Context: an optimization exercise on an open-source flow, tuned for small area. The choices shown serve that exercise and are no tape-out recipe.
In this exercise RTL edits were held to simulation tests only and were not proved equivalent to the original.

==> flow/design.v <==
module ascon_sbox (
  input  logic [127:0] state_in,
  output logic [94:0]  state_out
);
  logic [31:0] a0, a1, a2, a3, b0, b1, b2;
  assign {a3, a2, a1, a0} = state_in;
  assign b0 = (~a3 & a1) ^ a0;
  assign b1 = (~a0 & a2) ^ a1;
  assign b2 = (~a1 & a3) ^ a2;
  assign state_out = {b2[31:1], b1, b0[31:1], b0[0] ^ b2[0]};
endmodule
module ascon_expand (
  input  logic [94:0]  packed_in,
  output logic [127:0] state_out
);
  logic [31:0] l0, l1, l2;
  assign l0 = packed_in[31:0];
  assign l1 = packed_in[63:32];
  assign l2 = {packed_in[94:64], 1'b0};
  assign state_out = {l0 ^ l1 ^ l2, l2, l1, l0};
endmodule
module ascon_add_constant #(
  parameter int N = 1,
  parameter bit ZERO64 = 1,
  parameter int B = 4
) (
  input  logic [127:0] state_in,
  output logic [127:0] state_out
);
  function automatic logic [63:0] rc(input int n);
    case (n)
      1:  rc = 64'h13198a2e03707344;
      2:  rc = 64'ha4093822299f31d0;
      3:  rc = 64'h082efa98ec4e6c89;
      4:  rc = 64'h9b05688c2b3e6c1f;
      5:  rc = 64'h7b978c9dd695f5c5;
      6:  rc = 64'h97d4f3c3c5b0e3c6;
      7:  rc = 64'hbefa4f7e679f25fe;
      8:  rc = 64'h6dfe1e62b4f1c395;
      9:  rc = 64'hc11e1edb4b76f39b;
      10: rc = 64'h0f1d32c4d6b70858;
      11: rc = 64'h3d93dda3e2787c13;
      default: rc = 64'h0;
    endcase
  endfunction
  localparam logic [63:0] K = rc(N);
  localparam int W = ZERO64 ? 64 : 128;
  localparam int NB = W / B;
  function automatic int log2up(input int n);
    log2up = 0;
    while ((1 << log2up) < n) log2up++;
  endfunction
  localparam int LV = log2up(NB);
  localparam logic [127:0] KK = {64'h0, K};
  logic [W-1:0] g, t, p, c, sum;
  logic [NB-1:0] bg, bt;
  logic [NB-1:0] pg [0:LV];
  logic [NB-1:0] pt [0:LV];
  logic [NB:0] bc;
  genvar i, j, l;
  generate
    for (i = 0; i < W; i++) begin : g_gt
      if (KK[i]) begin : g_one
        assign g[i] = state_in[i];
        assign t[i] = 1'b1;
        assign p[i] = ~state_in[i];
      end else begin : g_zero
        assign g[i] = 1'b0;
        assign t[i] = state_in[i];
        assign p[i] = state_in[i];
      end
    end
    for (j = 0; j < NB; j++) begin : g_blk
      logic [B:0] gc, cc;
      assign gc[0] = 1'b0;
      assign cc[0] = bc[j];
      for (i = 0; i < B; i++) begin : g_in
        assign gc[i+1] = g[j*B+i] | (t[j*B+i] & gc[i]);
        assign cc[i+1] = g[j*B+i] | (t[j*B+i] & cc[i]);
        assign c[j*B+i] = cc[i];
      end
      assign bg[j] = gc[B];
      assign bt[j] = &t[j*B +: B];
    end
    logic [NB-1:0] ug [0:LV];
    logic [NB-1:0] ut [0:LV];
    assign ug[0] = bg;
    assign ut[0] = bt;
    for (l = 0; l < LV; l++) begin : g_up
      for (j = 0; j < NB; j++) begin : g_node
        if (((j + 1) % (2 << l)) == 0) begin : g_comb
          assign ug[l+1][j] = ug[l][j] | (ut[l][j] & ug[l][j - (1 << l)]);
          assign ut[l+1][j] = ut[l][j] & ut[l][j - (1 << l)];
        end else begin : g_pass
          assign ug[l+1][j] = ug[l][j];
          assign ut[l+1][j] = ut[l][j];
        end
      end
    end
    assign pg[0] = ug[LV];
    assign pt[0] = ut[LV];
    for (l = LV - 1; l >= 1; l--) begin : g_down
      for (j = 0; j < NB; j++) begin : g_node
        if (((j + 1) % (1 << l)) == (1 << (l - 1)) && j >= (1 << l)) begin : g_comb
          assign pg[LV-l][j] = pg[LV-l-1][j] | (pt[LV-l-1][j] & pg[LV-l-1][j - (1 << (l - 1))]);
          assign pt[LV-l][j] = pt[LV-l-1][j] & pt[LV-l-1][j - (1 << (l - 1))];
        end else begin : g_pass
          assign pg[LV-l][j] = pg[LV-l-1][j];
          assign pt[LV-l][j] = pt[LV-l-1][j];
        end
      end
    end
    for (j = 0; j < NB; j++) begin : g_fin
      assign pg[LV][j] = pg[LV-1][j];
      assign pt[LV][j] = pt[LV-1][j];
    end
    assign bc[0] = 1'b0;
    assign bc[NB:1] = pg[LV];
  endgenerate
  assign sum = p ^ c;
  generate
    if (ZERO64) begin : g_low
      assign state_out = {state_in[127:65], bc[NB], sum};
    end else begin : g_full
      assign state_out = sum;
    end
  endgenerate
endmodule
module ascon_round #(
  parameter int N = 1,
  parameter bit ZERO64 = 1
) (
  input  logic [127:0] state_in,
  output logic [94:0]  state_out
);
  logic [127:0] a;
  generate
    if (N == 0) begin : g_nc
      assign a = state_in;
    end else begin : g_c
      ascon_add_constant #(.N(N), .ZERO64(ZERO64)) add_i (.state_in(state_in), .state_out(a));
    end
  endgenerate
  ascon_sbox sbox_i (.state_in(a), .state_out(state_out));
endmodule
module ascon_initialization (
  input  logic clk,
  input  logic rst,
  input  logic enable,
  input  logic [127:0] key,
  input  logic [127:0] nonce,
  input  logic iv_ok,
  output logic [127:0] state_out
);
  logic [94:0] r0, p0, iv;
  ascon_round #(.N(0), .ZERO64(0)) round_i (.state_in(key ^ nonce), .state_out(r0));
  always_ff @(posedge clk) begin
    if (enable) begin
      p0 <= r0;
      iv <= p0;
    end
  end
  ascon_expand exp_i (.packed_in(iv & {95{iv_ok}}), .state_out(state_out));
endmodule
module ascon_key_schedule (
  input  logic clk,
  input  logic rst,
  input  logic enable,
  input  logic [127:0] state,
  input  logic [127:0] key,
  input  logic kv,
  output logic [127:0] state_out
);
  logic [63:0] k0, k1, k2, k3, k4;       
  logic [63:0] k0h, k1h, k2h, k3h, k4h;   
  logic [127:0] t;
  logic [31:0] i2, i3, x;
  assign i2 = state[95:64];
  assign i3 = state[127:96];
  assign x = state[31:0] ^ i2;
  always_ff @(posedge clk or posedge rst) begin
    if (rst) begin
      k0 <= '0;
      k1 <= '0;
      k2 <= '0;
      k3 <= '0;
      k4 <= '0;
      t  <= '0;
    end else if (enable) begin
      k0 <= key[63:0] ^ state[63:0];
      k1 <= k0 ^ {x, x};
      k2 <= k1 ^ {i2, x};
      k3 <= k2 ^ {i3, x};
      k4 <= k3 ^ {i2, i3};
      t  <= {k4h & {64{kv}}, k4} ^ (t >> 8);
    end
  end
  always_ff @(posedge clk) begin
    if (enable) begin
      k0h <= key[127:64] ^ state[127:64];
      k1h <= k0h;
      k2h <= k1h;
      k3h <= k2h;
      k4h <= k3h;
    end
  end
  assign state_out = t;
endmodule
module ascon_finalization (
  input  logic clk,
  input  logic rst,
  input  logic enable,
  input  logic [3:0] age,
  input  logic [94:0] state,      
  output logic [127:0] state_out
);
  logic [94:0] f, zv;
  always_comb begin
    case (age)
      4'd0:   zv = 95'h000000008080808080808080;
      4'd1:   zv = 95'h00000000bd135d235f6b2130;
      4'd2:   zv = 95'h49030408cc3190e834a2260f;
      4'd3:   zv = 95'h14b2510c850f2dd75689d808;
      4'd4:   zv = 95'h017af04a7c880e2ae24ada8d;
      4'd5:   zv = 95'h2347b3da39c4189ba67b4d4d;
      4'd6:   zv = 95'h4c2a1e036c2221ddb5d85d97;
      4'd7:   zv = 95'h7dfebbda45ac0e039b31516c;
      4'd8:   zv = 95'h5efea7bef2880af35d79658b;
      4'd9:   zv = 95'h7eb7f13eaf74974250bb3db5;
      4'd10:  zv = 95'h67f7e9fbe64e0e40b393f53e;
      default: zv = state;
    endcase
  end
  always_ff @(posedge clk or posedge rst) begin
    if (rst) begin
      f <= '0;
    end else if (enable) begin
      f <= zv;
    end
  end
  ascon_expand exp_i (.packed_in(f), .state_out(state_out));
endmodule
module ascon_128 (
  input  logic clk,
  input  logic rst,
  input  enable,
  input  logic [127:0] key,
  input  logic [127:0] nonce,
  input  logic [127:0] plaintext,
  output logic [127:0] ciphertext
);
  logic [127:0] initialization_state;
  logic [127:0] key_schedule_state;
  logic [94:0] round_next [1:11];
  logic [94:0] round_state [1:11];
  logic [3:0] age;
  always_ff @(posedge clk or posedge rst) begin
    if (rst) begin
      age <= 4'd0;
    end else if (enable && age != 4'd11) begin
      age <= age + 4'd1;
    end
  end
  ascon_initialization init_inst (
    .clk(clk), .rst(rst), .enable(enable),
    .key(key), .nonce(nonce), .iv_ok(age >= 4'd2), .state_out(initialization_state)
  );
  ascon_key_schedule ks_inst (
    .clk(clk), .rst(rst), .enable(enable),
    .state(initialization_state), .key(key), .kv(age >= 4'd5), .state_out(key_schedule_state)
  );
  ascon_round #(.N(1), .ZERO64(0)) round1 (
    .state_in(key_schedule_state ^ plaintext), .state_out(round_next[1])
  );
  function automatic logic [94:0] pol(input int n);
    case (n)
      2:  pol = {31'h0, 64'ha4093822299f31d0};
      3:  pol = {31'h0, 64'h082efa98ec4e6c89};
      4:  pol = {31'h0, 64'h9b05688c2b3e6c1f};
      5:  pol = {31'h0, 64'h7b978c9dd695f5c5};
      6:  pol = {31'h0, 64'h97d4f3c3c5b0e3c6};
      7:  pol = {31'h0, 64'hbefa4f7e679f25fe};
      8:  pol = {31'h0, 64'h6dfe1e62b4f1c395};
      9:  pol = {31'h0, 64'hc11e1edb4b76f39b};
      10: pol = {31'h0, 64'h0f1d32c4d6b70858};
      11: pol = {31'h0, 64'h3d93dda3e2787c13};
      12: pol = {31'h0, 64'h8080808080808080};
      default: pol = '0;
    endcase
  endfunction
  genvar i;
  generate
    for (i = 2; i <= 11; i = i + 1) begin : g_round
      logic [127:0] s;
      ascon_expand exp_i (.packed_in(round_state[i-1] ^ pol(i)), .state_out(s));
      ascon_round #(.N(i), .ZERO64(1)) round_inst (.state_in(s), .state_out(round_next[i]));
    end
  endgenerate
  always_ff @(posedge clk) begin
    if (enable) begin
      for (int n = 1; n <= 11; n++) round_state[n] <= round_next[n] ^ pol(n + 1);
    end
  end
  ascon_finalization final_inst (
    .clk(clk), .rst(rst), .enable(enable),
    .age(age), .state(round_state[11]), .state_out(ciphertext)
  );
endmodule
clock: 5.0 ns
lec_check: 0
cap_margin: 20
core_margin: 2
core_utilization: 72
slew_margin: 20
standard.sh (not shown) runs the stock make flow with config.mk's settings and CLKGATE_MAP_FILE= SYNTH_SCRIPT=/design/flow/synth_recipe.tcl, a recipe that flattens the netlist after the stock synthesis.
==> flow/flow/run.sh <==
#!/bin/bash
# The standard layout (standard.sh: standard synthesis, floorplan, power
# grid, tap cells, placement, CTS, routing), with two choices changed:
#  - every port is buffered with a sky130_fd_sc_hd__buf_1 cell;
#  - CTS clusters at most 30 flip-flops within 60 um per leaf buffer and
#    inserts no dummy loads.
# make's full output (every tool's output) goes to flow.log here; ORFS keeps
# each step's log under orfs/logs/.
set -euo pipefail
bash standard.sh \
  "BUFFER_PORTS_ARGS=-buffer_cell sky130_fd_sc_hd__buf_1" \
  "CTS_ARGS=-sink_clustering_enable -repair_clock_nets -dont_use_dummy_load -sink_clustering_size 30 -sink_clustering_max_diameter 60" \
  finish > flow.log 2>&1
Edit:
==> flow/flow/run.sh (replaced) <==
#!/bin/bash
# The standard layout (standard.sh: standard synthesis, floorplan, power
# grid, tap cells, placement, CTS, routing), with two choices changed:
#  - every port is buffered with a sky130_fd_sc_hd__buf_1 cell;
#  - CTS uses clkbuf_8 cells (clkbuf_16 at the root), clusters at most 18
#    flip-flops within 45 um per leaf buffer and inserts no dummy loads.
# make's full output (every tool's output) goes to flow.log here; ORFS keeps
# each step's log under orfs/logs/.
set -euo pipefail
bash standard.sh \
  "BUFFER_PORTS_ARGS=-buffer_cell sky130_fd_sc_hd__buf_1" \
  "CTS_ARGS=-sink_clustering_enable -repair_clock_nets -dont_use_dummy_load -sink_clustering_size 18 -sink_clustering_max_diameter 45 -buf_list sky130_fd_sc_hd__clkbuf_8 -root_buf sky130_fd_sc_hd__clkbuf_16" \
  finish > flow.log 2>&1
After rerunning:
- via count decreases by 0.49%
- clock skew increases by 0.038 ns
- area after synthesis stays the same
- global-route usage decreases by 0.43 points
- cell area decreases by 0.65%
- worst setup slack is better by 0.044 ns
- register-to-register slack is better by 0.04 ns
- clock-buffer cell count increases by 63
- critical path depth is unchanged
- utilization decreases by 0.51 points
Edit:
CORE_UTILIZATION = 78   (was 72)
Result: Final cell count drops by 1.2%. Die area drops by 7.6%. Synthesized area does not change. Global-route usage climbs by 5.2 points.

==> afterwards: timing with drivers on the ports <==
The flow's constraints put no driver on any port. The routed layouts listed below were extracted and timed again, unchanged, in two steps.
Step 1 (the two cells are an assumption about what drives the block):
set clk [get_ports {clk}]
set_driving_cell -lib_cell sky130_fd_sc_hd__clkbuf_16 $clk
set_driving_cell -lib_cell sky130_fd_sc_hd__buf_2 [delete_from_list [all_inputs] $clk]
Step 2 moves the port delays by t, midway between the first and last clock arrival at a register: inputs arrive t later, outputs are due t later. That takes back most of the time a late clock gives input paths.
Slacks: no drivers / after step 1 / after step 2; pairs: no drivers / after step 1.
| run | t (ns) | setup slack, ns | hold slack, ns | pins driven straight from the clock port |
|---|---|---|---|---|
| the first run | 0.857 | 0.323 / 0.323 / 0.015 | 0.369 / 0.298 / 0.376 | 1 |
| the second run | 0.857 | 0.367 / 0.367 / 0.045 | 0.351 / 0.281 / 0.377 | 1 |
| the third run | 0.879 | 0.321 / 0.321 / 0.030 | 0.262 / 0.196 / 0.397 | 1 |
After both steps setup and hold are still met in every run listed. For the second run, which loses most, drivers alone change the setup slack by 0.000 ns; drivers and shift together by -0.322 ns.
